Context: an optimization exercise on an open-source flow, tuned for small area and a short achievable clock period. The choices shown serve that exercise and are no tape-out recipe.
Power and IR drop assume default switching activity.

Setup of the baseline:
==> flow/design.v <==
module avalon_uart (
    input               clk,
    input               rst,
    input               avn_read,
    input               avn_write,
    input [4:0]         avn_address,
    input [31:0]        avn_writedata,
    output reg [31:0]   avn_readdata,
    output              avn_waitrequest,
    output              int_txwm,
    output              int_rxwm,
    output              uart_txd,
    input               uart_rxd
);
    localparam IDLE  = 2'd0;
    localparam START = 2'd1;
    localparam DATA  = 2'd2;
    localparam STOP  = 2'd3;
    reg [7:0]   txdata_data;
    reg [2:0]   txctrl_txcnt;
    reg         txctrl_nstop;
    reg         txctrl_txen;
    reg [2:0]   rxctrl_rxcnt;
    reg         rxctrl_rxen;
    reg         ie_rxwm;
    reg         ie_txwm;
    reg [15:0]  div_div;
    reg         txdata_full;
    reg         ip_rxwm;
    reg         ip_txwm;
    reg         txdata_valid;
    wire a_txdata = avn_address == 5'h00;
    wire a_rxdata = avn_address == 5'h04;
    wire a_txctrl = avn_address == 5'h08;
    wire a_rxctrl = avn_address == 5'h0C;
    wire a_ie     = avn_address == 5'h10;
    wire a_ip     = avn_address == 5'h14;
    wire a_div    = avn_address == 5'h18;
    wire txdata_write = avn_write & a_txdata;
    wire rxdata_read  = avn_read  & a_rxdata;
    always @(posedge clk) begin
        if (rst) begin
            txdata_data  <= 8'b0;
            txctrl_txcnt <= 3'b0;
            txctrl_nstop <= 1'b0;
            txctrl_txen  <= 1'b0;
            rxctrl_rxcnt <= 3'b0;
            rxctrl_rxen  <= 1'b0;
            ie_rxwm      <= 1'b0;
            ie_txwm      <= 1'b0;
            div_div      <= 16'b0;
        end
        else begin
            if (txdata_write) txdata_data <= avn_writedata[7:0];
            if (avn_write & a_txctrl) begin
                txctrl_txcnt <= avn_writedata[18:16];
                txctrl_nstop <= avn_writedata[1];
                txctrl_txen  <= avn_writedata[0];
            end
            if (avn_write & a_rxctrl) begin
                rxctrl_rxcnt <= avn_writedata[18:16];
                rxctrl_rxen  <= avn_writedata[0];
            end
            if (avn_write & a_ie) begin
                ie_rxwm <= avn_writedata[1];
                ie_txwm <= avn_writedata[0];
            end
            if (avn_write & a_div) div_div <= avn_writedata[15:0];
        end
    end
    always @(posedge clk) txdata_valid <= txdata_write;
    reg [7:0]   txmem [0:7];
    reg [2:0]   tx_wp;
    reg [2:0]   tx_rp;
    reg [3:0]   tx_cnt;
    reg [7:0]   rxmem [0:7];
    reg [2:0]   rx_wp;
    reg [2:0]   rx_rp;
    reg [3:0]   rx_cnt;
    wire        tx_full  = tx_cnt[3];
    wire        tx_empty = tx_cnt == 4'd0;
    reg  [7:0]  tx_head;
    wire        rx_full  = rx_cnt[3];
    wire        rx_empty = rx_cnt == 4'd0;
    reg  [7:0]  rx_head;
    wire [7:0]  tx_rsel = 8'd1 << tx_rp;
    wire [7:0]  rx_rsel = 8'd1 << rx_rp;
    integer     k;
    always @* begin
        tx_head = 8'd0;
        rx_head = 8'd0;
        for (k = 0; k < 8; k = k + 1) begin
            tx_head = tx_head | (txmem[k] & {8{tx_rsel[k]}});
            rx_head = rx_head | (rxmem[k] & {8{rx_rsel[k]}});
        end
    end
    wire        tx_ready;
    wire        rx_valid;
    reg [7:0]   rx_data;
    wire        tx_push = txdata_valid & ~tx_full;
    wire        tx_pop  = ~tx_empty & tx_ready;
    wire        rx_push = rx_valid & ~rx_full;
    wire        rx_pop  = rxdata_read & ~rx_empty;
    wire [3:0]  tx_cnt_pop   = tx_push ? tx_cnt : tx_cnt - 1'b1;
    wire [3:0]  tx_cnt_nopop = tx_push ? tx_cnt + 1'b1 : tx_cnt;
    wire [3:0]  rx_cnt_pop   = rx_push ? rx_cnt : rx_cnt - 1'b1;
    wire [3:0]  rx_cnt_nopop = rx_push ? rx_cnt + 1'b1 : rx_cnt;
    always @(posedge clk) begin
        if (rst) begin
            tx_wp  <= 3'b0;
            tx_rp  <= 3'b0;
            tx_cnt <= 4'b0;
            rx_wp  <= 3'b0;
            rx_rp  <= 3'b0;
            rx_cnt <= 4'b0;
        end
        else begin
            if (tx_push) tx_wp <= tx_wp + 1'b1;
            if (tx_pop)  tx_rp <= tx_rp + 1'b1;
            tx_cnt <= tx_pop ? tx_cnt_pop : tx_cnt_nopop;
            if (rx_push) rx_wp <= rx_wp + 1'b1;
            if (rx_pop)  rx_rp <= rx_rp + 1'b1;
            rx_cnt <= rx_pop ? rx_cnt_pop : rx_cnt_nopop;
        end
    end
    always @(posedge clk) begin
        if (tx_push) txmem[tx_wp] <= txdata_data;
        if (rx_push) rxmem[rx_wp] <= rx_data;
    end
    always @(posedge clk) begin
        txdata_full <= tx_full;
        ip_txwm <= (tx_cnt < {1'b0, txctrl_txcnt}) & ie_txwm;
        ip_rxwm <= (rx_cnt > {1'b0, rxctrl_rxcnt}) & ie_rxwm;
    end
    wire a_other = ~(a_rxdata | a_txctrl | a_rxctrl | a_ie | a_ip | a_div);
    always @(posedge clk) begin
        avn_readdata[31]    <= (a_rxdata & rx_empty) | (a_other & txdata_full);
        avn_readdata[30:19] <= 12'b0;
        avn_readdata[18:16] <= ({3{a_txctrl}} & txctrl_txcnt) | ({3{a_rxctrl}} & rxctrl_rxcnt);
        avn_readdata[15:8]  <= {8{a_div}} & div_div[15:8];
        avn_readdata[7:2]   <= ({6{a_other}} & txdata_data[7:2]) | ({6{a_rxdata}} & rx_head[7:2])
                             | ({6{a_div}} & div_div[7:2]);
        avn_readdata[1]     <= (a_other & txdata_data[1]) | (a_rxdata & rx_head[1]) | (a_div & div_div[1])
                             | (a_txctrl & txctrl_nstop) | (a_ie & ie_rxwm) | (a_ip & ip_rxwm);
        avn_readdata[0]     <= (a_other & txdata_data[0]) | (a_rxdata & rx_head[0]) | (a_div & div_div[0])
                             | (a_txctrl & txctrl_txen) | (a_rxctrl & rxctrl_rxen) | (a_ie & ie_txwm)
                             | (a_ip & ip_txwm);
    end
    assign avn_waitrequest = 1'b0;
    assign int_txwm = ip_txwm;
    assign int_rxwm = ip_rxwm;
    reg [1:0]   tx_state;
    reg         tx_prev_idle;      
    reg [15:0]  tx_bcnt;
    reg         tx_tick;
    reg [2:0]   tx_ccnt;
    reg [7:0]   tx_buf;
    reg         txd;
    wire tx_idle   = tx_state == IDLE;
    assign tx_ready = tx_prev_idle & tx_idle;
    wire tx_req    = tx_ready & ~tx_empty & txctrl_txen;
    wire tx_cfire  = tx_ccnt == 3'd0;
    wire tx_cmpl   = tx_cfire & tx_tick;
    wire tx_bfire  = &tx_bcnt;
    always @(posedge clk) begin
        if (rst) tx_state <= IDLE;
        else begin
            case (tx_state)
            IDLE:  if (tx_req)  tx_state <= START;
            START: if (tx_tick) tx_state <= DATA;
            DATA:  if (tx_cmpl) tx_state <= STOP;
            STOP:  if (tx_cmpl) tx_state <= IDLE;
            endcase
        end
    end
    always @(posedge clk) begin
        if (tx_bfire || tx_prev_idle) tx_bcnt <= div_div;
        else tx_bcnt <= tx_bcnt - 1'b1;
        tx_tick <= tx_bfire;
    end
    always @(posedge clk) begin
        tx_prev_idle <= tx_idle;
        if (tx_idle) tx_buf <= tx_head;
        case (tx_state)
        START: tx_ccnt <= 3'd7;
        DATA:  if (tx_cmpl) tx_ccnt <= {2'b0, txctrl_nstop};
               else if (tx_tick) tx_ccnt <= tx_ccnt - 1'b1;
        default: if (tx_tick) tx_ccnt <= tx_ccnt - 1'b1;
        endcase
        case (tx_state)
        START:   txd <= 1'b0;
        DATA:    txd <= tx_buf[~tx_ccnt];
        default: txd <= 1'b1;
        endcase
    end
    assign uart_txd = txd;
    reg [1:0]   rxd_sync;
    reg [1:0]   rx_state;
    reg         rx_bclear;
    reg [15:0]  rx_bcnt;
    reg         rx_tick;
    reg [11:0]  rx_scnt;
    reg         rx_sample;
    reg [2:0]   rx_ccnt;
    reg [2:0]   rx_smp;
    wire rxd_s     = rxd_sync[1];
    wire rx_idle   = rx_state == IDLE;
    wire rx_cfire  = rx_ccnt == 3'd0;
    wire rx_cmpl   = rx_cfire & rx_tick;
    wire rx_sfire  = rx_smp == 3'd0;
    wire rx_bfire  = &rx_bcnt;
    wire rx_scfire = rx_scnt == 12'd0;
    wire [11:0] div_hi_p1 = div_div[15:4] + (&div_div[3:0]);
    assign rx_valid = rx_idle & ~rx_bclear;
    always @(posedge clk) begin
        if (rst) rxd_sync <= 2'b11;
        else rxd_sync <= {rxd_sync[0], uart_rxd};
    end
    always @(posedge clk) begin
        if (rst) rx_state <= IDLE;
        else begin
            case (rx_state)
            IDLE:  if (!rxd_s & rxctrl_rxen) rx_state <= START;
            START: if (rx_sfire) rx_state <= DATA;
            DATA:  if (rx_cmpl) rx_state <= STOP;
            STOP:  if (rx_cmpl) rx_state <= IDLE;
            endcase
        end
    end
    always @(posedge clk) begin
        if (rx_bfire || rx_bclear) rx_bcnt <= div_div;
        else rx_bcnt <= rx_bcnt - 1'b1;
        rx_tick <= rx_bfire;
        if (rx_scfire || rx_bclear) rx_scnt <= div_hi_p1;
        else rx_scnt <= rx_scnt - 1'b1;
        rx_sample <= rx_scfire;
    end
    always @(posedge clk) begin
        rx_bclear <= rx_idle | ((rx_state == START) & rx_sfire);
        case (rx_state)
        IDLE:  rx_smp <= 3'd7;
        START: if (rx_sample) rx_smp <= rx_smp - 1'b1;
        default: ;
        endcase
        case (rx_state)
        START: rx_ccnt <= 3'd7;
        DATA:  if (rx_cmpl) rx_ccnt <= {2'b0, txctrl_nstop};
               else if (rx_tick) rx_ccnt <= rx_ccnt - 1'b1;
        default: if (rx_tick) rx_ccnt <= rx_ccnt - 1'b1;
        endcase
        if ((rx_state == DATA) & rx_tick) rx_data <= {rxd_s, rx_data[7:1]};
    end
endmodule
export LEC_CHECK = 0
export CAP_MARGIN = 20
export CORE_MARGIN = 2
export CORE_UTILIZATION = 40
export SETUP_SLACK_MARGIN = 1.5
export SLEW_MARGIN = 20
create_clock -name core_clock -period 3.5 [get_ports {clk}]
standard.sh (not shown) runs the stock make flow with config.mk's settings and CLKGATE_MAP_FILE= SYNTH_SCRIPT=/design/flow/synth_recipe.tcl, a recipe that flattens the netlist after the stock synthesis.
==> flow/flow/run.sh <==
#!/bin/bash
set -euo pipefail
bash standard.sh "BUFFER_PORTS_ARGS=-buffer_cell sky130_fd_sc_hd__buf_2" finish > flow_make.log 2>&1
What the candidate does differently from the baseline at the input level:
--- a/flow/design.v
+++ b/flow/design.v
@@ -151,19 +151,21 @@
     assign int_rxwm = ip_rxwm;
     reg [1:0]   tx_state;
     reg         tx_prev_idle;      
     reg [15:0]  tx_bcnt;
     reg         tx_tick;
+    reg         tx_bfire;
     reg [2:0]   tx_ccnt;
     reg [7:0]   tx_buf;
     reg         txd;
     wire tx_idle   = tx_state == IDLE;
     assign tx_ready = tx_prev_idle & tx_idle;
     wire tx_req    = tx_ready & ~tx_empty & txctrl_txen;
     wire tx_cfire  = tx_ccnt == 3'd0;
     wire tx_cmpl   = tx_cfire & tx_tick;
-    wire tx_bfire  = &tx_bcnt;
+    wire div_ones  = &div_div;
+    wire tx_reload = tx_bfire | tx_prev_idle;
     always @(posedge clk) begin
         if (rst) tx_state <= IDLE;
         else begin
             case (tx_state)
             IDLE:  if (tx_req)  tx_state <= START;
@@ -172,12 +174,13 @@
             STOP:  if (tx_cmpl) tx_state <= IDLE;
             endcase
         end
     end
     always @(posedge clk) begin
-        if (tx_bfire || tx_prev_idle) tx_bcnt <= div_div;
+        if (tx_reload) tx_bcnt <= div_div;
         else tx_bcnt <= tx_bcnt - 1'b1;
+        tx_bfire <= tx_reload ? div_ones : (tx_bcnt == 16'd0);
         tx_tick <= tx_bfire;
     end
     always @(posedge clk) begin
         tx_prev_idle <= tx_idle;
         if (tx_idle) tx_buf <= tx_head;
@@ -197,22 +200,24 @@
     reg [1:0]   rxd_sync;
     reg [1:0]   rx_state;
     reg         rx_bclear;
     reg [15:0]  rx_bcnt;
     reg         rx_tick;
+    reg         rx_bfire;      
     reg [11:0]  rx_scnt;
+    reg         rx_scfire;     
     reg         rx_sample;
     reg [2:0]   rx_ccnt;
     reg [2:0]   rx_smp;
     wire rxd_s     = rxd_sync[1];
     wire rx_idle   = rx_state == IDLE;
     wire rx_cfire  = rx_ccnt == 3'd0;
     wire rx_cmpl   = rx_cfire & rx_tick;
     wire rx_sfire  = rx_smp == 3'd0;
-    wire rx_bfire  = &rx_bcnt;
-    wire rx_scfire = rx_scnt == 12'd0;
     wire [11:0] div_hi_p1 = div_div[15:4] + (&div_div[3:0]);
+    wire rx_breload = rx_bfire | rx_bclear;
+    wire rx_sreload = rx_scfire | rx_bclear;
     assign rx_valid = rx_idle & ~rx_bclear;
     always @(posedge clk) begin
         if (rst) rxd_sync <= 2'b11;
         else rxd_sync <= {rxd_sync[0], uart_rxd};
     end
@@ -226,15 +231,17 @@
             STOP:  if (rx_cmpl) rx_state <= IDLE;
             endcase
         end
     end
     always @(posedge clk) begin
-        if (rx_bfire || rx_bclear) rx_bcnt <= div_div;
+        if (rx_breload) rx_bcnt <= div_div;
         else rx_bcnt <= rx_bcnt - 1'b1;
+        rx_bfire <= rx_breload ? div_ones : (rx_bcnt == 16'd0);
         rx_tick <= rx_bfire;
-        if (rx_scfire || rx_bclear) rx_scnt <= div_hi_p1;
+        if (rx_sreload) rx_scnt <= div_hi_p1;
         else rx_scnt <= rx_scnt - 1'b1;
+        rx_scfire <= rx_sreload ? (div_hi_p1 == 12'd0) : (rx_scnt == 12'd1);
         rx_sample <= rx_scfire;
     end
     always @(posedge clk) begin
         rx_bclear <= rx_idle | ((rx_state == START) & rx_sfire);
         case (rx_state)
==> comparison <==
Multi-input gate count, the candidate vs the baseline: down slightly
In the metrics for the baseline and the candidate, the one carrying the higher count of buffers not belonging to the clock network in the layout is the baseline.
Per the comparison of the candidate with the baseline, worst setup slack after layout saw an increase, utilization after layout decreased by 0.79 points relative to the old numbers.
Looking at total of fill cells in the finished design across the baseline and the candidate, the one that comes out higher is the baseline.
When the final numbers for the baseline and the candidate were put side by side, the sequential share of layout area turned out to be smaller in the baseline.
Clock power: the candidate vs the baseline down 7.4%
Wire length ended up about 2.3% lower on the candidate than on the baseline.
| final standard cell area without fillers | the candidate vs the baseline | better |
Comparing the baseline with the candidate, the total die area came out essentially unchanged.
Delta (the candidate minus the baseline): non-clock inverter total of the final layout saw a decrease, total power density per cell area -about 11%.
Compared with the baseline, the candidate supports a higher clock frequency.
Against the baseline, the candidate comes in 0.00078 W lower on internal power component.
No run of this note included a check of the RTL's function; only the layout flow was run.

[static timing again, ports no longer ideal]
In the flow no input, the clock included, has a driving cell. The finished layouts below were timed again as built, in two steps. Step 1 assumes that a clkbuf_16 drives the clock port and a buf_2 every other input. Step 2 times the ports against the registers' clock, not the clock port: input delays grow and output delays shrink by t, the midpoint of the rising clock arrivals with the driver on. Slacks: ideal / step 1 / step 2; pairs: ideal / step 1.
| run | t, ns | slack for setup (ns) | hold slack, ns | latest minus earliest clock arrival (ns) | worst slew at a driven data input, ns |
|---|---|---|---|---|---|
| the baseline | 0.595 | 1.316 / 1.316 / 0.831 | 0.384 / 0.357 / 0.407 | 0.027 / 0.026 | 0.08 |
| the candidate | 0.607 | 1.444 / 1.444 / 0.992 | 0.308 / 0.280 / 0.350 | 0.035 / 0.034 | 0.03 |
After both steps every run listed still meets setup and hold. For the baseline, which loses most, drivers alone change the setup slack by 0.000 ns; drivers and shift together by -0.485 ns.
